This is an optimization exercise on Yosys and OpenROAD, whose aim is small area and a short achievable clock period, not a production implementation. Function was checked by simulation only, so behaviour that the tests miss may differ from the original.

==> flow/design.v, too long to show whole: its modules and the start of the top module <==
// module mac: 2258 lines
// module mac_mux: 8 lines
// module mac_bsel: 10 lines
// module mac_bsel0: 8 lines
// module mac_bsel32: 9 lines
// module mac_fa: 9 lines
// module mac_fa1: 9 lines
// module mac_ha: 8 lines
// module mac_cpa: 648 lines
// module mac_ga: 8 lines
// module mac_gb: 8 lines
module mac #(
    parameter N = 32
  )(
    input  wire                clk,
    input  wire                arst_n,
    input  wire                ce,
    input  wire                sload,
    input  wire signed [N-1:0] A,
    input  wire signed [N-1:0] B,
    output wire                pvalid,
    output wire signed [N-1:0] P
  );
  // ...
==> flow/run.sh <==
#!/bin/bash
# synth_recipe.tcl (not shown) runs the flow's synth.tcl, then flattens the netlist and writes it again
# the make line also repeats each setting of config.mk as NAME=value (left out here)
make -C /OpenROAD-flow-scripts/flow DESIGN_CONFIG=/design/flow/config.mk WORK_HOME=/design/flow/orfs CLKGATE_MAP_FILE= SYNTH_SCRIPT=/design/flow/synth_recipe.tcl finish
==> flow/config.mk <==
export PLATFORM = sky130hd
export DESIGN_NAME = mac
export DESIGN_NICKNAME = mac
export VERILOG_FILES = /design/flow/design.v
export SDC_FILE = /design/flow/constraint.sdc
export NUM_CORES = 4
export LEC_CHECK = 0
export CAP_MARGIN = 60
export CORE_MARGIN = 2
export CORE_UTILIZATION = 40
export SETUP_SLACK_MARGIN = 5
export SLEW_MARGIN = 60
export SYNTH_HIERARCHICAL = 1
==> flow/constraint.sdc <==
create_clock -name core_clock -period 16.5 [get_ports {clk}]
set_input_delay 3.3000 -clock core_clock [delete_from_list [all_inputs] [get_ports {clk}]]
set_output_delay 3.3000 -clock core_clock [all_outputs]
set_load 0.01 [all_outputs]
==> flow_summary.toml, run 1 <==
[status]
status = "timing/DRC/antenna clean"

[clock_tree]
cts_setup_buffers = 0

[sta]
finClkSkew_ns = 0.0323
setup_viol = 0
slew_headroom = 0.576
tns_ns = 0
min_period_ns = 7.91

[routing]
viasPerCell = 6.20
route.met3.wl_mm = 8.63

[worst_setup_path]
rrSetupSlack_ns = 8.59
startpoint_type = "register"
cpMostUsedCell = "fa_1"
cp.arrival_ns = 8.17
path_class = "reg -> reg"
r2r-end = "acc_hi[31]"

[final_layout]
bufAreaShareNonClock = 0.0620
seq_share = 0.126
clock_buffers = 18
reg_top3 = "a_n: 32 flops, acc_hi: 32 flops, acc_lo: 32 flops"

[place]
numPlacedInstances = 3498
hpwl_mm = 64.8

[synthesis]
synth_area_per_cell_sq_um = 12.9
yosys_register_bits = 148
synth_commonest_cells = "533 x xor2_1, 496 x o22ai_2, 480 x fa_1"

[floorplanning]
die_h_um = 278

[grt]
use_met3 = 0.0510
==> inputs of run 2 (changes only) <==
==> flow/flow/run.sh (new file) <==
#!/bin/bash
# Layout flow: the standard flow (standard.sh) with two changes.
#  1. After the standard synthesis, combinational cells that ABC upsized but
#     that drive only a few loads get their smallest size back
#     (flow/downsize.tcl); nothing else in the netlist changes.
#  2. Ports are buffered with buf_2 cells instead of clkdlybuf4s50_1, the
#     delay cell that buffer_ports picks by default.
# Each step's output goes to its own log here; ORFS's own logs are under orfs/logs.
set -euo pipefail
bash standard.sh synth > synth.log 2>&1
SYNTH_ODB=$PWD/orfs/results/sky130hd/mac/base/1_synth.odb \
  openroad -no_init -exit flow/downsize.tcl > downsize.log 2>&1
BUFFER_PORTS_ARGS="-buffer_cell sky130_fd_sc_hd__buf_2" \
  bash standard.sh finish > layout.log 2>&1
==> flow/flow/downsize.tcl (new file) <==
# Give combinational cells that synthesis upsized, but that drive at most
# MAX_FANOUT loads, their smallest drive strength again. Registers, buffers
# and inverters are left alone; repair_design later fixes any slew or
# capacitance this breaks.
set max_fanout 3
set odb_file $::env(SYNTH_ODB)
read_db $odb_file
set db [ord::get_db]
set block [ord::get_db_block]
set count 0
foreach inst [$block getInsts] {
  set m [[$inst getMaster] getName]
  if {![regexp {^(sky130_fd_sc_hd__([a-z0-9]+))_([0-9]+)$} $m -> base kind size]} { continue }
  if {$size == 1 || $size == 0} { continue }
  if {[regexp {^(df|edf|sdf|dl|buf|clkbuf|inv|clkinv|dly|clkdly|conb|tap|fill|decap)} $kind]} { continue }
  set small [$db findMaster ${base}_1]
  if {$small eq "NULL"} { continue }
  set fanout 0
  foreach it [$inst getITerms] {
    if {![$it isOutputSignal]} { continue }
    set net [$it getNet]
    if {$net eq "NULL"} { continue }
    incr fanout [expr {[llength [$net getITerms]] - 1 + [llength [$net getBTerms]]}]
  }
  if {$fanout > $max_fanout} { continue }
  if {[$inst swapMaster $small]} { incr count }
}
puts "downsize: $count instances set to their smallest size"
write_db $odb_file
==> flow/standard.sh (new file) <==
#!/bin/bash
# synth_recipe.tcl (not shown) runs the flow's synth.tcl, then flattens the netlist and writes it again
# the make line also repeats each setting of config.mk as NAME=value (left out here)
make -C /OpenROAD-flow-scripts/flow DESIGN_CONFIG=/design/flow/config.mk WORK_HOME=/design/flow/orfs CLKGATE_MAP_FILE= SYNTH_SCRIPT=/design/flow/synth_recipe.tcl "${@:-finish}"
removed: flow/run.sh
==> run 2 against run 1 <==
Net effect: final cell count shrank 3.5%; sequential cell count is the same; worst setup slack gained 0.34 ns; register-to-register slack gained 0.34 ns; via count grew 1.7%; sequential share of layout area grew 1.9 points; first-iteration DRC count grew 45%; highest routed layer unchanged; synthesized cell count is the same; still clean on timing, DRC and antenna; synthesized area shrank 12%; critical path depth is the same.
==> flow_summary.toml, run 2 <==
[clock_tree]
clockBufferDepth = 2
htree_num_levels = 4
hold_buffers = 0
cts.sinks = 148
tritoncts = "built"
cts-buffers-inserted = 17
cts_resized = 0
cts_setup_buffers = 0
cts_root_buf = "clkbuf_16"
clk_pin_slew_ns = 0.07
clock_latency_ns = 0.50

[place]
portBuffers = 100
hpwl_mm = 57.3
gp_congestion = 0.864

[grt]
grt_use_total = 0.287
grt_max_degree = 78
first_global_vias = 24900
antenna_found_initial = 0
grt_overflow = 0
grt_pass1_wl_mm = 147

[floorplanning]
die_w_um = 262
die_h_um = 262
io_pins = 101
core_sq_um = 65700
die-area_sq_um = 68400
rows = 94
start_util = 0.404

[routing]
first_pass_iters = 6
first_iter_violations = 2727
drc = 0
viasPerCell = 6.53
routed_wirelength_mm = 96.2
drtAntennaViolNets = 0
wire_per_inst_um = 28.2
vias = 22300

[final_layout]
final_nets = 3209
fin_util = 0.448
layout_common_cells = "533 x xor2_1, 496 x o22ai_1, 480 x fa_1, 127 x ha_1, 114 x inv_1"
layout_commonest_cell = "xor2_1"
fillers = 6036
reg_top3 = "a_n: 32 flops, acc_hi: 32 flops, acc_lo: 32 flops"
multi_input_area_sq_um = 21800
layout-drive-gt1-share = 0.0911
area_delta_synth_final_pct = 10.9
antenna_cells = 0
register_area_sq_um = 4270

[worst_setup_path]
path_buf_inv = 2
cp.arrival_ns = 7.82
path_class = "reg -> reg"
cp_top_family = "adder cells"
critPathSlowestCell = "fa_1"
critPathCaptureType = "register"
cpMostUsedCell = "fa_1"
path_cells = "buf_4 -> o22ai_1 -> xor2_1 -> fa_1 -> fa_1 -> fa_1 -> fa_1 -> fa_1 -> fa_1 -> ha_1 -> ha_1 -> a21oi_1 -> o21ai_1 -> a21oi_1 -> o21ai_1 -> a21oi_4 -> inv_1 -> a21oi_2 -> o21ai_1 -> a21oi_1 -> o21ai_1 -> a21oi_1 -> xnor2_1"
startpoint_type = "register"
critPathMaxFanout = 32
max_stage_delay_ns = 0.60
cp.required_ns = 16.74

[sta]
hold_violations = 0
min_period_ns = 7.57
rsz0062_at_grt = "no"
slew_headroom = 0.584
fmax_mhz = 132
tns_ns = 0
post-route-period-util = 0.459
finClkSkew_ns = 0.0154
worst-slew-pin-transition_ns = 0.625
final_max_slew_viol_count = 0
setup_viol = 0

[synthesis]
synth_area_sq_um = 26500
ys.warnings.count = 7
synth_fp_nets = 3010
synth_area_per_cell_sq_um = 11.4
synthCells = 2335

[min_path]
hold_path_class = "reg -> reg"

[job]
maxCapViolCount = 0

[status]
status = "timing/DRC/antenna clean"
[run 2: final timing paths]
kind / depth (start not counted) / end / slack (ns) / from
max in group asynchronous: 3 / acc_lo[19] / 13.06 / arst_n
min: 2 / v / 0.49 / v
min in group asynchronous: 2 / acc_lo[7] / 2.80 / arst_n
min reg2reg: 2 / v / 0.49 / v
max reg2reg: 23 / acc_hi[31] / 8.93 / a_n[16]
max: 23 / acc_hi[31] / 8.93 / a_n[16]
[run 2: worst reg2reg max path, cell delays in order, from the launching register on]
cell and delay (ns):
edfxtp_1 0.33, buf_4 0.50, o22ai_1 0.24, xor2_1 0.21
fa_1 0.60, fa_1 0.46, fa_1 0.44, fa_1 0.44
fa_1 0.55, fa_1 0.43, ha_1 0.33, ha_1 0.36
a21oi_1 0.19, o21ai_1 0.10, a21oi_1 0.12, o21ai_1 0.11
a21oi_4 0.34, inv_1 0.18, a21oi_2 0.36, o21ai_1 0.25
a21oi_1 0.34, o21ai_1 0.17, a21oi_1 0.18, xnor2_1 0.09
[run 2: area by class of cell]
class / instances / area share
multi-input combinational: 2064 / 0.740
inverter: 114 / 0.0145
tap: 864 / 0.0367
sequential: 148 / 0.145
timing repair buffer: 189 / 0.0443
clock buffer: 17 / 0.0145
clock inverter: 14 / 0.00506
[run 2: through the flow]
step,instances,hold slack (ns),area (sq um),setup WS [ns]
2_1_floorplan,2335,0.442,26500,9.00
3_3_place_gp,3376,0.467,28700,8.96
3_5_place_dp,3377,0.480,28800,8.87
4_1_cts,3408,0.501,29400,8.84
5_1_grt,3410,0.514,29400,8.54
6_report,3410,0.489,29400,8.93
[run 2: layer usage]
layer | part of all wire | up-vias | GRT usage
li1 | - | 8805 | -
met3 | 0.11 | 495 | 0.0771
met2 | 0.46 | 1739 | 0.462
met1 | 0.36 | 11200 | 0.343
met4 | 0.064 | 0 | 0.177
met5 | 0 | - | 0.00278
==> module mac_fa1, before the edit <==
module mac_fa1 (
    input  wire x,
    input  wire y,
    output wire s,
    output wire c
  );
  assign s = ~(x ^ y);
  assign c = x | y;
endmodule
==> inputs of run 3 (changes only) <==
--- a/flow/design.v
+++ b/flow/design.v
@@ -2309,4 +2309,18 @@
   );
-  assign s = ~(x ^ y);
-  assign c = x | y;
+  mac_xnor2 u_s (.a(x), .b(y), .y(s));
+  mac_or2   u_c (.a(x), .b(y), .y(c));
+endmodule
+module mac_xnor2 (
+    input  wire a,
+    input  wire b,
+    output wire y
+  );
+  assign y = ~(a ^ b);
+endmodule
+module mac_or2 (
+    input  wire a,
+    input  wire b,
+    output wire y
+  );
+  assign y = a | b;
 endmodule
--- a/flow/config.mk
+++ b/flow/config.mk
@@ -9,3 +9,3 @@
 export CORE_MARGIN = 2
-export CORE_UTILIZATION = 40
+export CORE_UTILIZATION = 60
 export SETUP_SLACK_MARGIN = 5
==> run 3 against run 2 <==
Net effect: sequential cell count stayed put; via count is 0.20% higher; non-clock buffer count is 1 higher; highest routed layer is now met5; maximum frequency is 0.95% lower; synthesized area is 0.75% lower; die area is 33% lower; clock skew is 0.011 ns higher; core utilization is 22 points higher.
==> flow_summary.toml, run 3 <==
[status]
status = "timing/DRC/antenna clean"

[grt]
grt_max_degree = 67
grt_use_total = 0.445
grt_pass1_wl_mm = 148
first_global_vias = 24600
grt_overflow = 0
antenna_found_initial = 3

[clock_tree]
clock_latency_ns = 0.51
clk_pin_slew_ns = 0.09
cts.sinks = 148
cts_root_buf = "clkbuf_16"
tritoncts = "built"
clockBufferDepth = 2
cts-buffers-inserted = 17
htree_num_levels = 4
hold_buffers = 0
cts_resized = 0
cts_setup_buffers = 0

[routing]
drtAntennaViolNets = 0
routed_wirelength_mm = 96.1
drc = 0
vias = 22300
viasPerCell = 7.23
wire_per_inst_um = 31.1
first_iter_violations = 3124
first_pass_iters = 12

[final_layout]
multi_input_area_sq_um = 21800
layout_common_cells = "533 x xor2_1, 496 x o22ai_1, 480 x fa_1, 112 x edfxtp_1, 111 x ha_1"
fillers = 3462
final_nets = 3146
register_area_sq_um = 4270
reg_top3 = "a_n: 32 flops, acc_hi: 32 flops, acc_lo: 32 flops"
layout-drive-gt1-share = 0.0948
area_delta_synth_final_pct = 9.86
layout_commonest_cell = "xor2_1"

[floorplanning]
die_w_um = 214
io_pins = 101
core_sq_um = 43200
start_util = 0.610
rows = 76
die_h_um = 214
die-area_sq_um = 45600

[worst_setup_path]
cpMostUsedCell = "buf_2"
critPathCaptureType = "output pin"
cp_top_family = "multiplexers"
critPathMaxFanout = 12
path_buf_inv = 2
cp.required_ns = 13.20
path_cells = "buf_2 -> mux2_4 -> and2_1 -> buf_2"
reg2reg_depth = 22
path_class = "in -> out"
critPathSlowestCell = "mux2_4"
max_stage_delay_ns = 0.42
cp_num_cells = 4
startpoint_type = "primary input"
cp.arrival_ns = 4.35

[sta]
worst-slew-pin-transition_ns = 0.666
final_max_slew_viol_count = 0
rsz0062_at_grt = "no"
setup_viol = 0
min_period_ns = 7.65
finClkSkew_ns = 0.0262
tns_ns = 0
fmax_mhz = 131
post-route-period-util = 0.463
hold_violations = 0
fin_hold_ws_ns = 0.497
slew_headroom = 0.556

[place]
gp_congestion = 0.930
portBuffers = 100
hpwl_mm = 56.2

[synthesis]
synth_area_per_cell_sq_um = 11.5
synth_fp_nets = 2946
synthCells = 2287
ys.warnings.count = 7
synth_area_sq_um = 26300

[min_path]
hold_path_class = "reg -> reg"
worstHoldPathCells = 2

[job]
maxCapViolCount = 0
-- run 3: path summary, 6_finish.rpt --
kind / slack, ns / to / start
max reg2reg: 8.91 / acc_hi[31] / one_n[3]
max in group asynchronous: 13.11 / sl / arst_n
min in group asynchronous: 2.97 / acc_lo[10] / arst_n
min: 0.50 / v / v
min reg2reg: 0.50 / v / v
max: 8.85 / P[8] / ce
-- run 3: routing by layer --
metal | GRT usage | vias up | routed length, um
met3 | 0.150 | 587 | 13400
met2 | 0.667 | 2034 | 42400
met4 | 0.294 | 2 | 7310
met5 | 0.00323 | - | 15
li1 | - | 8731 | -
met1 | 0.551 | 10900 | 32900
-- run 3: per-stage QoR --
step / cells / utilization / worst slack [ns] / cell area, sq um
floorplan: 2287 / - / 9.00 / 26300
global placement: 3048 / 0.652 / 8.87 / 28100
detailed placement: 3050 / 0.654 / 8.86 / 28200
CTS: 3082 / 0.668 / 8.86 / 28900
global route: 3085 / 0.670 / 8.61 / 28900
finish: 3086 / 0.670 / 8.85 / 28900
-- run 3: area by class of cell --
class | count | share of cell area
Clock inverter | 15 | 0.00670
Tap cell | 585 | 0.0253
Sequential cell | 148 | 0.147
Multi-Input combinational cell | 2080 | 0.754
Timing Repair Buffer | 190 | 0.0452
Inverter | 50 | 0.00648
Antenna cell | 1 | 0.0000865
Clock buffer | 17 | 0.0147
-- run 3: worst reg2reg max path, cell delays in order (launching register included) --
cell	delay, ns
edfxtp_1	0.56
buf_4	0.46
o22ai_1	0.17
xor2_1	0.19
fa_1	0.54
fa_1	0.53
fa_1	0.45
fa_1	0.43
fa_1	0.54
fa_1	0.43
ha_1	0.32
ha_1	0.36
and4_1	0.23
a21oi_1	0.17
o21ai_1	0.10
a21oi_2	0.31
inv_1	0.16
a21oi_2	0.37
o21ai_1	0.24
a21oi_1	0.36
o21ai_1	0.16
a21oi_1	0.18
xnor2_1	0.09
==> inputs of run 4 (changes only) <==
--- a/flow/config.mk
+++ b/flow/config.mk
@@ -7,3 +7,3 @@
 export LEC_CHECK = 0
-export CAP_MARGIN = 60
+export CAP_MARGIN = 20
 export CORE_MARGIN = 2
@@ -11,3 +11,3 @@
 export SETUP_SLACK_MARGIN = 5
-export SLEW_MARGIN = 60
+export SLEW_MARGIN = 20
 export SYNTH_HIERARCHICAL = 1
==> run 4 against run 3 <==
Net effect: global-route usage increased by 0.070 points; critical path type unchanged; largest cell class unchanged; still clean; routed wire length grew 0.15%; maximum frequency increased by 0.18%; core utilization shrank 0.43 points.
==> flow_summary.toml, run 4 <==
[grt]
first_global_vias = 24500
grt_overflow = 0
grt_pass1_wl_mm = 148
grt_use_total = 0.446
grt_max_degree = 67
antenna_found_initial = 3

[synthesis]
synth_fp_nets = 2946
ys.warnings.count = 7
synth_area_sq_um = 26300
synthCells = 2287
synth_area_per_cell_sq_um = 11.5

[routing]
first_iter_violations = 3049
routed_wirelength_mm = 96.2
drtAntennaViolNets = 0
viasPerCell = 7.19
wire_per_inst_um = 31.2
vias = 22100
first_pass_iters = 7
drc = 0

[status]
status = "timing/DRC/antenna clean"

[sta]
final_max_slew_viol_count = 0
finClkSkew_ns = 0.0342
min_period_ns = 7.63
tns_ns = 0
worst-slew-pin-transition_ns = 1.18
fmax_mhz = 131
rsz0062_at_grt = "no"
slew_headroom = 0.207
setup_viol = 0
hold_violations = 0
post-route-period-util = 0.463

[worst_setup_path]
cp-endpoint = "P[8]"
critPathMaxFanout = 12
cpMostUsedCell = "buf_2"
startpoint_type = "primary input"
path_cells = "buf_2 -> mux2_4 -> and2_1 -> buf_2"
critPathSlowestCell = "mux2_4"
path_class = "in -> out"
max_stage_delay_ns = 0.42
cp.required_ns = 13.20
reg2reg_depth = 21
r2r_start = "one_n[3]"
r2r-end = "acc_hi[31]"
cp-startpoint = "ce"
rrSetupSlack_ns = 8.94
critPathCaptureType = "output pin"
cp.arrival_ns = 4.33

[floorplanning]
core_sq_um = 43200
rows = 76
die-area_sq_um = 45600
die_h_um = 214
io_pins = 101
start_util = 0.610
die_w_um = 214

[final_layout]
fin_util = 0.666
layout_commonest_cell = "xor2_1"
layout-drive-gt1-share = 0.0914
final_nets = 3141
antenna_cells = 0
reg_top3 = "a_n: 32 flops, acc_hi: 32 flops, acc_lo: 32 flops"
layout_common_cells = "533 x xor2_1, 496 x o22ai_1, 480 x fa_1, 112 x edfxtp_1, 111 x ha_1"
area_delta_synth_final_pct = 9.15
fillers = 3415

[clock_tree]
clock_latency_ns = 0.52
cts_setup_buffers = 0
cts.sinks = 148
htree_num_levels = 4
cts_resized = 0
cts-buffers-inserted = 17
tritoncts = "built"
hold_buffers = 0
cts_root_buf = "clkbuf_16"
clk_pin_slew_ns = 0.07
clockBufferDepth = 2

[place]
gp_congestion = 0.930
portBuffers = 100
hpwl_mm = 55.9

[min_path]
hold_path_class = "reg -> reg"
hp-start = "acc_lo[0]"

[job]
maxCapViolCount = 0
## run 4: area by class of cell
class                           count  area (sq um)  share of cell area
Tap cell                          585           732              0.0255
Clock inverter                     15           201             0.00700
Inverter                           50           188             0.00653
Timing Repair Buffer              185          1140              0.0396
Multi-Input combinational cell   2080         21800               0.758
Clock buffer                       17           425              0.0148
Sequential cell                   148          4270               0.148
## run 4: how the worst min path moves through the flow
| stage | end | slack (ns) | cells past startpoint |
|---|---|---|---|
| 4_1_cts | v | 0.50 | 2 |
| 3_3_place_gp | v | 0.46 | 2 |
| 6_report | acc_lo[0] | 0.50 | 1 |
| 5_1_grt | acc_lo[0] | 0.52 | 1 |
| 3_5_place_dp | v | 0.48 | 2 |
| 2_1_floorplan | v | 0.44 | 2 |
## run 4: critical path: cells and delay by family
kind | cells | cell delay (ns)
AND/OR/NAND/NOR | 1 | 0.21
buffers and inverters | 2 | 0.40
multiplexers | 1 | 0.42
## run 4: per-stage QoR
stage | setup WS [ns] | instances | area (sq um) | hold WS, ns
after floorplan | 9.00 | 2287 | 26300 | 0.442
after global placement | 8.87 | 3048 | 28100 | 0.456
after detailed placement | 8.86 | 3048 | 28100 | 0.479
after CTS | 8.86 | 3080 | 28800 | 0.501
after global routing | 8.57 | 3080 | 28800 | 0.516
final | 8.87 | 3080 | 28800 | 0.496
## run 4: per-layer routing
| metal | share of wire | vias up | global-route usage |
|---|---|---|---|
| li1 | - | 8710 | - |
| met1 | 0.34 | 10800 | 0.544 |
| met2 | 0.44 | 1997 | 0.668 |
| met3 | 0.15 | 594 | 0.164 |
| met4 | 0.078 | 4 | 0.291 |
| met5 | 0.00032 | - | 0 |
==> inputs of run 5 (changes only) <==
--- a/flow/flow/run.sh
+++ b/flow/flow/run.sh
@@ -1,3 +1,3 @@
 #!/bin/bash
-# Layout flow: the standard flow (standard.sh) with two changes.
+# Layout flow: the standard flow (standard.sh) with three changes.
 #  1. After the standard synthesis, combinational cells that ABC upsized but
@@ -7,2 +7,4 @@
 #     delay cell that buffer_ports picks by default.
+#  3. Timing repair aims at 9.3 ns of setup slack (a 7.2 ns period) instead
+#     of config.mk's SETUP_SLACK_MARGIN; the clock and constraints are the same.
 # Each step's output goes to its own log here; ORFS's own logs are under orfs/logs.
@@ -13,2 +15,2 @@
 BUFFER_PORTS_ARGS="-buffer_cell sky130_fd_sc_hd__buf_2" \
-  bash standard.sh finish > layout.log 2>&1
+  bash standard.sh SETUP_SLACK_MARGIN=9.3 finish > layout.log 2>&1
==> run 5 against run 4 <==
Net effect: largest cell class unchanged; worst hold slack barely moved; critical path depth did not move; sequential share of layout area down 0.31 points.
==> flow_summary.toml, run 5 <==
[status]
status = "timing/DRC/antenna clean"

[worst_setup_path]
rrSetupSlack_ns = 9.39
reg2reg_depth = 22
cp.required_ns = 13.20
critPathSlowestCell = "mux2_4"
path_class = "in -> out"
max_stage_delay_ns = 0.41
path_cells = "buf_12 -> mux2_4 -> and2_4 -> buf_2"
path_buf_inv = 2
cp.arrival_ns = 4.13
critPathCaptureType = "output pin"
r2r-end = "acc_hi[31]"
startpoint_type = "primary input"
cp_top_family = "multiplexers"
r2r_start = "one_n[2]"
critPathMaxFanout = 8

[grt]
gr-usage-met1 = 0.543
grt_use_total = 0.442
antenna_found_initial = 0
grt_pass1_wl_mm = 146
grt_overflow = 0
grt_max_degree = 66
grt_most_used_layer = "met2"
grt_use_met2 = 0.662
first_global_vias = 24300
use_met3 = 0.155

[clock_tree]
cts_root_buf = "clkbuf_16"
clockBufferDepth = 2
clk_pin_slew_ns = 0.07
hold_buffers = 0
cts-buffers-inserted = 17
htree_num_levels = 4
cts.sinks = 148
tritoncts = "built"
clock_latency_ns = 0.51

[min_path]
hold_path_class = "reg -> reg"
hold_path_end = "acc_lo[1]"
hp-start = "acc_lo[1]"
worstHoldPathCells = 1

[sta]
slew_headroom = 0.300
rsz0062_at_grt = "yes"
finClkSkew_ns = 0.0193
fmax_mhz = 135
final_max_slew_viol_count = 0
hold_violations = 0
post-route-period-util = 0.451
worst-slew-pin-transition_ns = 1.05
setup_viol = 0
min_period_ns = 7.43
tns_ns = 0

[final_layout]
reg_top3 = "a_n: 32 flops, acc_hi: 32 flops, acc_lo: 32 flops"
layout_common_cells = "533 x xor2_1, 494 x o22ai_1, 480 x fa_1, 112 x edfxtp_1, 111 x ha_1"
fin_util = 0.680
layout_commonest_cell = "xor2_1"
antenna_cells = 0
final_nets = 3154
layout-drive-gt1-share = 0.112
area_delta_synth_final_pct = 11.5

[place]
portBuffers = 100
gp_congestion = 0.955
hpwl_mm = 56.0

[routing]
first_pass_iters = 8
first_iter_violations = 3299
routed_wirelength_mm = 95.8
drc = 0
drtAntennaViolNets = 0
vias = 22300
wire_per_inst_um = 31.0
viasPerCell = 7.21

[job]
maxCapViolCount = 0

[synthesis]
synthCells = 2287
synth_fp_nets = 2946
ys.warnings.count = 7
synth_area_per_cell_sq_um = 11.5
synth_area_sq_um = 26300

[floorplanning]
die-area_sq_um = 45600
die_w_um = 214
die_h_um = 214
core_sq_um = 43200
start_util = 0.610
rows = 76
io_pins = 101
==> run 5: how the worst max path moves through the flow <==
stage / start / end / depth (start not counted)
after CTS: ce / P[7] / 4
final: ce / P[5] / 4
after global routing: ce / P[4] / 4
after global placement: ce / P[8] / 4
after detailed placement: ce / P[8] / 4
after floorplan: ce / P[27] / 2
==> run 5: area by class of cell <==
cell class | instances | area [sq um]
well taps | 585 | 732
clock buffers | 17 | 425
multi-input cells | 2080 | 21900
fillers | 3367 | 13800
clock inverters | 15 | 196
inverters | 50 | 188
repair buffers | 198 | 1620
flip-flops and latches | 148 | 4270
==> run 5: repair_timing <==
action,CTS,global route
buffers inserted,3,10
gates cloned,0,0
pin swaps,4,3
setup endpoints to repair,42,52
endpoints found under the hold margin,0,0
gates resized for setup,50,91
==> run 5: layer usage <==
layer | vias to the layer above | part of all wire
li1 | 8735 | -
met2 | 2035 | 0.44
met4 | 0 | 0.077
met1 | 10900 | 0.34
met5 | - | 0
met3 | 620 | 0.14
==> run 5: stage by stage <==
step	worst slack (ns)	hold slack, ns	cell area (sq um)	std cells
after detailed placement	8.87	0.478	28100	3048
after global placement	8.87	0.459	28100	3048
after global routing	9.07	0.526	29400	3093
after floorplan	9.41	0.442	26300	2287
after CTS	9.05	0.500	29000	3083
final	9.07	0.496	29400	3093
==> inputs of run 6 (changes only) <==
--- a/flow/flow/run.sh
+++ b/flow/flow/run.sh
@@ -1,3 +1,3 @@
 #!/bin/bash
-# Layout flow: the standard flow (standard.sh) with three changes.
+# Layout flow: the standard flow (standard.sh) with four changes.
 #  1. After the standard synthesis, combinational cells that ABC upsized but
@@ -9,2 +9,4 @@
 #     of config.mk's SETUP_SLACK_MARGIN; the clock and constraints are the same.
+#  4. The pin placer keeps ce, arst_n, sload, pvalid and P on one edge
+#     (flow/pins.tcl), so the paths from ce and arst_n to the outputs stay short.
 # Each step's output goes to its own log here; ORFS's own logs are under orfs/logs.
@@ -14,2 +16,3 @@
   openroad -no_init -exit flow/downsize.tcl > downsize.log 2>&1
+PRE_IO_PLACEMENT_TCL=$PWD/flow/pins.tcl \
 BUFFER_PORTS_ARGS="-buffer_cell sky130_fd_sc_hd__buf_2" \
==> flow/flow/pins.tcl (new file) <==
# Keep the ports whose paths cross the design in one cycle (ce, arst_n ->
# P, pvalid) together on the top edge; the operands go on the other edges.
set_io_pin_constraint -pin_names {ce arst_n sload pvalid P[*]} -region top:*
set_io_pin_constraint -pin_names {A[*]} -region left:*
set_io_pin_constraint -pin_names {B[*]} -region right:*
--- a/flow/config.mk
+++ b/flow/config.mk
@@ -9,3 +9,3 @@
 export CORE_MARGIN = 2
-export CORE_UTILIZATION = 60
+export CORE_UTILIZATION = 70
 export SETUP_SLACK_MARGIN = 5
==> run 6 against run 5 <==
Net effect: still clean on timing, DRC and antenna; final cell count down 2.6%; global-route usage up 7.7 points; worst hold slack better by 0.0081 ns; first-iteration DRC count down 1.5%; register-to-register slack better by 0.02 ns; sequential cell count unchanged; clock-buffer cell count unchanged; maximum frequency up 0.82%; routed wire length up 1.6%; critical path type unchanged; critical endpoint is now P[23].
==> flow_summary.toml, run 6 <==
[synthesis]
synthCells = 2287
synth_area_per_cell_sq_um = 11.5
synth_fp_nets = 2946
synth_area_sq_um = 26300
ys.warnings.count = 7

[sta]
fin_hold_ws_ns = 0.504
tns_ns = 0
post-route-period-util = 0.447
worst-slew-pin-transition_ns = 1.02
setup_viol = 0
min_period_ns = 7.37
rsz0062_at_grt = "yes"
final_max_slew_viol_count = 0
fin_ws_ns = 9.13
fmax_mhz = 136
slew_headroom = 0.318
finClkSkew_ns = 0.0133
hold_violations = 0

[final_layout]
area_delta_synth_final_pct = 11.2
layout_commonest_cell = "xor2_1"
layout-drive-gt1-share = 0.108
reg_top3 = "a_n: 32 flops, acc_hi: 32 flops, acc_lo: 32 flops"
final_nets = 3147
layout_common_cells = "533 x xor2_1, 495 x o22ai_1, 480 x fa_1, 112 x edfxtp_1, 111 x ha_1"
fin_util = 0.783

[floorplanning]
io_pins = 101
core_sq_um = 37400
die-area_sq_um = 39200
die_w_um = 198
start_util = 0.704
die_h_um = 198
rows = 71

[status]
status = "timing/DRC/antenna clean"

[min_path]
hold_path_class = "reg -> reg"

[clock_tree]
htree_num_levels = 4
clk_pin_slew_ns = 0.07
clockBufferDepth = 2
cts-buffers-inserted = 17
cts_root_buf = "clkbuf_16"
cts.sinks = 148
tritoncts = "built"
hold_buffers = 0
clock_latency_ns = 0.51

[place]
hpwl_mm = 56.4
gp_congestion = 0.981
pre_cts_ws_ns = 8.96
portBuffers = 100

[routing]
drtAntennaViolNets = 0
wire_per_inst_um = 32.3
vias = 23000
first_iter_violations = 3251
first_pass_iters = 14
drc = 0
routed_wirelength_mm = 97.3
viasPerCell = 7.63

[worst_setup_path]
path_class = "in -> out"
critPathCaptureType = "output pin"
startpoint_type = "primary input"
critPathMaxFanout = 8
cp.required_ns = 13.20
cp.arrival_ns = 4.07

[grt]
first_global_vias = 25300
grt_overflow = 0
antenna_found_initial = 2
grt_pass1_wl_mm = 147
grt_use_total = 0.519
grt_max_degree = 77

[job]
maxCapViolCount = 0
## run 6: area by class of cell
class / instances / area [sq um]
clock inverter: 15 / 163
tap: 511 / 639
sequential: 148 / 4270
inverter: 50 / 188
clock buffer: 17 / 425
antenna: 1 / 2.50
fill: 2396 / 8110
multi-input combinational: 2080 / 21900
timing repair buffer: 191 / 1680
## run 6: final timing paths
kind	from	endpoint	slack, ns	cells after the start
max reg2reg	a_n[26]	acc_hi[15]	9.41	21
max	ce	P[23]	9.13	4
min	acc_lo[0]	acc_lo[0]	0.50	1
max in group asynchronous	arst_n	hz	13.23	3
min in group asynchronous	arst_n	acc_lo[30]	2.91	2
min reg2reg	acc_lo[0]	acc_lo[0]	0.50	1
## run 6: critical path, stage by stage
cell    delay, ns
buf_12       0.11
mux2_4       0.36
and2_4       0.16
buf_2        0.14
## run 6: timing repair
action | CTS | global route
setup buffers | 2 | 4
endpoints found under the setup margin | 40 | 48
pin swaps | 2 | 3
cloned | 1 | 0
gates resized for setup | 104 | 44
## run 6: per-layer routing
metal	vias up	GRT usage	wire length, um
li1	8721	-	-
met1	11000	0.616	31100
met2	2424	0.744	41500
met3	793	0.243	16100
met4	6	0.372	8390
met5	-	0.00511	57
## run 6: per-stage QoR
stage               std cells  instance area [sq um]
floorplan                2287                  26300
global route             3012                  29300
detailed placement       2973                  28000
CTS                      3008                  29100
global placement         2973                  28000
finish                   3013                  29300

## what the ideal ports hide
No port has a modelled driver above. Below, the same layouts with a new extraction and two added sets of constraints.
Step 1 (the two cells are an assumption about what drives the block):
set clk [get_ports {clk}]
set_driving_cell -lib_cell sky130_fd_sc_hd__clkbuf_16 $clk
set_driving_cell -lib_cell sky130_fd_sc_hd__buf_2 [delete_from_list [all_inputs] $clk]
Step 2 adds t to the input delays and takes it off the output delays; t is the mean of the earliest and latest rising clock arrival at the registers after step 1. Input paths then give back, and output paths get back, about the clock's delay inside the block.
Three values: ideal, step 1, step 2; two values: the first two.
run | t, ns | setup WS [ns] | worst setup path at the end
run 1 | 0.567 | 8.586 / 8.567 / 8.567 | input to output
run 2 | 0.550 | 8.928 / 8.921 / 8.921 | input to output
run 3 | 0.556 | 8.855 / 8.832 / 8.832 | input to output
run 4 | 0.562 | 8.869 / 8.845 / 8.845 | input to output
run 5 | 0.558 | 9.066 / 9.016 / 9.016 | input to output
run 6 | 0.568 | 9.126 / 9.073 / 9.073 | input to output
After both steps every run listed still meets setup and hold. For run 6, which loses most, drivers alone change the setup slack by -0.053 ns; drivers and shift together by -0.053 ns.
